Context: an optimization exercise on an open-source flow, tuned for small area and a short achievable clock period. The choices shown serve that exercise and are no tape-out recipe. In this exercise RTL edits were held to simulation tests only and were not proved equivalent to the original. Power and IR drop assume default switching activity.

==> flow/design.v (excerpt) <==
module core (
input  logic         clk_i,
input  logic         rst_i,
input  logic [31:0] instr_i,
output logic [31:0] instr_addr_o,
input  logic [31:0] mem_rd_i,
output logic [31:0] mem_wd_o,
output logic [31:0] mem_addr_o,
output logic [04:0] memi_o,
output logic        mem_we_o
);
Size in the first run: about 5600 cells after synthesis, ~1000 flip-flops, about 170 I/O pins, roughly 0.055 mm^2 of cells after synthesis.
export LEC_CHECK = 0
export CAP_MARGIN = 20
export CORE_MARGIN = 2
export CORE_UTILIZATION = 40
export PLACE_DENSITY = 0.6
export SLEW_MARGIN = 20
export SYNTH_HIERARCHICAL = 1
create_clock -name core_clock -period 12.5 [get_ports {clk_i}]
run.sh (not shown) runs the stock make flow with config.mk's settings and CLKGATE_MAP_FILE= SYNTH_SCRIPT=/design/flow/synth_recipe.tcl, a recipe that flattens the netlist after the stock synthesis.
The baseline completed with no timing, DRC or antenna violations.
==> next run, changes <==
==> flow/flow/run.sh (new file) <==
#!/bin/bash
# Standard ORFS layout (the standard.sh, unchanged synthesis), with the port
# buffers that buffer_ports inserts made plain buf_2 cells instead of the
# default delay-buffer cells. The make output goes to flow_make.log here.
set -euo pipefail
bash standard.sh "BUFFER_PORTS_ARGS=-buffer_cell sky130_fd_sc_hd__buf_2" finish > flow_make.log 2>&1
==> flow/standard.sh (new file) <==
#!/bin/bash
# synth_recipe.tcl (not shown) runs the flow's synth.tcl, then flattens the netlist and writes it again
# the make line also repeats each setting of config.mk as NAME=value (left out here)
make -C /OpenROAD-flow-scripts/flow DESIGN_CONFIG=/design/flow/config.mk WORK_HOME=/design/flow/orfs CLKGATE_MAP_FILE= SYNTH_SCRIPT=/design/flow/synth_recipe.tcl "${@:-finish}"
- SETUP_SLACK_MARGIN: not set -> 4.0
- TNS_END_PERCENT: not set -> 0
removed: flow/run.sh
Outcome: The changed run completed without violations. Non-clock buffer count rose by 102. Worst hold slack gets worse by 0.015 ns. First-iteration DRC count fell by 5.1%. Area after synthesis does not change. Design area rose by 3.0%. Routed wire length rose by 2.1%. Clock-buffer cell count rose by 1. Global-route usage rose by 0.61 points. Setup slack gets better by 2.8 ns. Synthesized cell count is unchanged.


core, a different RTL version from the one above (not shown whole).
Settings: LEC_CHECK=0, CAP_MARGIN=20, CORE_MARGIN=2, CORE_UTILIZATION=40, PLACE_DENSITY=0.6, SETUP_SLACK_MARGIN=4.0, SLEW_MARGIN=20, SYNTH_HIERARCHICAL=1, TNS_END_PERCENT=0; clock period 12.5 ns.
standard.sh (not shown) runs the stock make flow with config.mk's settings and CLKGATE_MAP_FILE= SYNTH_SCRIPT=/design/flow/synth_recipe.tcl, a recipe that flattens the netlist after the stock synthesis.
==> flow/flow/run.sh <==
#!/bin/bash
# Standard ORFS layout (the standard.sh, unchanged synthesis), with
#  - plain buf_2 port buffers instead of the default delay-buffer cells,
#  - a clock tree of clkbuf_8 cells without dummy balancing loads.
# The make output goes to flow_make.log here; ORFS keeps per-step logs in orfs/logs.
set -euo pipefail
bash standard.sh \
  "BUFFER_PORTS_ARGS=-buffer_cell sky130_fd_sc_hd__buf_2" \
  "CTS_ARGS=-sink_clustering_enable -repair_clock_nets -dont_use_dummy_load -buf_list sky130_fd_sc_hd__clkbuf_8" \
  finish > flow_make.log 2>&1
The first run produced a clean layout.
Next try:
- CORE_UTILIZATION: 40 -> 55
- PLACE_DENSITY: 0.6 -> 0.72
Setup slack gains 0.050 ns.
Die area decreases by 27%.
Final cell count decreases by 6.4%.
Worst hold slack loses 0.022 ns.
Global-route usage increases by 11 points.
First-iteration DRC count increases by 12%.
Design area decreases by 0.84%.
Core utilization increases by 17 points.
Via count increases by 2.5%.
Clock skew decreases by 0.012 ns.
Total power decreases by 0.85%.
Next try:
==> flow/flow/run.sh (replaced) <==
#!/bin/bash
# Standard ORFS layout (the standard.sh, unchanged synthesis), with
#  - plain buf_2 port buffers instead of the default delay-buffer cells,
#  - a clock tree of clkbuf_8 cells in sink clusters of at most 16 flip-flops
#    within 50 um, without dummy balancing loads.
# The make output goes to flow_make.log here; ORFS keeps per-step logs in orfs/logs.
set -euo pipefail
bash standard.sh \
  "BUFFER_PORTS_ARGS=-buffer_cell sky130_fd_sc_hd__buf_2" \
  "CTS_ARGS=-sink_clustering_enable -repair_clock_nets -dont_use_dummy_load -buf_list sky130_fd_sc_hd__clkbuf_8 -sink_clustering_size 16 -sink_clustering_max_diameter 50" \
  finish > flow_make.log 2>&1
- CORE_UTILIZATION: 55 -> 65
- PLACE_DENSITY: 0.72 -> 0.8
- SETUP_SLACK_MARGIN: 4.0 -> 4.5
The changed run passed the timing, DRC and antenna checks.
Total power came out lower by roughly a tenth.
Setup slack is better by 0.16 ns.
Design area came out lower slightly.
Global-route usage came out higher by 8.2 points.


the baseline:
core again, from the RTL that the note above started with.
## core
module core (
input  logic         clk_i,
input  logic         rst_i,
input  logic [31:0] instr_i,
output logic [31:0] instr_addr_o,
input  logic [31:0] mem_rd_i,
output logic [31:0] mem_wd_o,
output logic [31:0] mem_addr_o,
output logic [04:0] memi_o,
output logic        mem_we_o
);
==> flow/config.mk <==
export PLATFORM = sky130hd
export DESIGN_NAME = core
export DESIGN_NICKNAME = core
export VERILOG_FILES = /design/flow/design.v
export SDC_FILE = /design/flow/constraint.sdc
export NUM_CORES = 4
export LEC_CHECK = 0
export CAP_MARGIN = 20
export CORE_MARGIN = 2
export CORE_UTILIZATION = 60
export PLACE_DENSITY = 0.76
export SETUP_SLACK_MARGIN = 4.5
export SLEW_MARGIN = 20
export SYNTH_HIERARCHICAL = 1
export TNS_END_PERCENT = 0
==> flow/constraint.sdc <==
create_clock -name core_clock -period 12.5 [get_ports {clk_i}]
set_input_delay 2.5000 -clock core_clock [delete_from_list [all_inputs] [get_ports {clk_i}]]
set_output_delay 2.5000 -clock core_clock [all_outputs]
set_load 0.01 [all_outputs]
==> flow/flow/run.sh <==
#!/bin/bash
# Standard ORFS layout (the standard.sh, unchanged synthesis), with
#  - plain buf_2 port buffers instead of the default delay-buffer cells,
#  - a clock tree of clkbuf_8 cells in sink clusters of at most 14 flip-flops
#    within 45 um, without dummy balancing loads.
# The make output goes to flow_make.log here; ORFS keeps per-step logs in orfs/logs.
set -euo pipefail
bash standard.sh \
  "BUFFER_PORTS_ARGS=-buffer_cell sky130_fd_sc_hd__buf_2" \
  "CTS_ARGS=-sink_clustering_enable -repair_clock_nets -dont_use_dummy_load -buf_list sky130_fd_sc_hd__clkbuf_8 -sink_clustering_size 14 -sink_clustering_max_diameter 45" \
  finish > flow_make.log 2>&1
No stage failed in the baseline, and the final checks on the layout all came back clean.
#### Input delta (the candidate over the baseline)
- PLACE_DENSITY now 0.72, was 0.76
- CORE_UTILIZATION now 55, was 60
==> flow/flow/run.sh <==
#!/bin/bash
# Standard ORFS layout (the standard.sh, unchanged synthesis), with
#  - plain buf_2 port buffers instead of the default delay-buffer cells,
#  - a clock tree of clkbuf_8 cells in sink clusters of at most 16 flip-flops
#    within 50 um, without dummy balancing loads.
# The make output goes to flow_make.log here; ORFS keeps per-step logs in orfs/logs.
set -euo pipefail
bash standard.sh \
  "BUFFER_PORTS_ARGS=-buffer_cell sky130_fd_sc_hd__buf_2" \
  "CTS_ARGS=-sink_clustering_enable -repair_clock_nets -dont_use_dummy_load -buf_list sky130_fd_sc_hd__clkbuf_8 -sink_clustering_size 16 -sink_clustering_max_diameter 50" \
  finish > flow_make.log 2>&1
Findings:
- The candidate: all stages complete, timing, DRC and antenna checks passed
- Cmp the baseline and the candidate / initial antenna violation count / higher: the candidate
- The baseline → the candidate: final non-filler cell area essentially unchanged; weighted congestion at the end of routability-driven global placement held steady; core utilization dropped 5.6 points; met2 demand-to-capacity share in global routing saw a decrease.
- Compare the baseline and the candidate | area added between synthesis and finish higher: the candidate

separate check: timing with driven ports:
The flow's constraints put no driver on any port. The routed layouts listed below were extracted and timed again, unchanged, in two steps. Step 1 (the two cells are an assumption about what drives the block):
set clk [get_ports {clk_i}]
set_driving_cell -lib_cell sky130_fd_sc_hd__clkbuf_16 $clk
set_driving_cell -lib_cell sky130_fd_sc_hd__buf_2 [delete_from_list [all_inputs] $clk]
Step 2, shift: input delay + t, output delay - t, t = (earliest + latest rising clock arrival at the registers) / 2. This alone moves slack from input paths to output paths. Slacks: ideal / step 1 / step 2; pairs: ideal / step 1.
run | t, ns | setup WS [ns] | worst setup path after step 2 | cell pins on the clock port's net
the first run of note 1 | 0.845 | 0.445 / 0.410 / 0.410 | input to output | 1
the second run of note 1 | 0.852 | 3.227 / 3.076 / 2.593 | input to register | 1
the first run of note 2 | 0.934 | 3.680 / 3.710 / 2.792 | input to register | 1
the second run of note 2 | 0.928 | 3.730 / 3.781 / 2.852 | input to register | 1
the third run of note 2 | 0.842 | 3.891 / 3.941 / 3.099 | input to register | 1
the baseline | 0.872 | 3.895 / 3.851 / 3.073 | input to register | 1
the candidate | 0.862 | 3.975 / 3.858 / 3.156 | input to register | 1
After both steps every run listed still meets setup and hold. For the first run of note 2, which loses most, drivers alone change the setup slack by +0.030 ns; drivers and shift together by -0.888 ns.
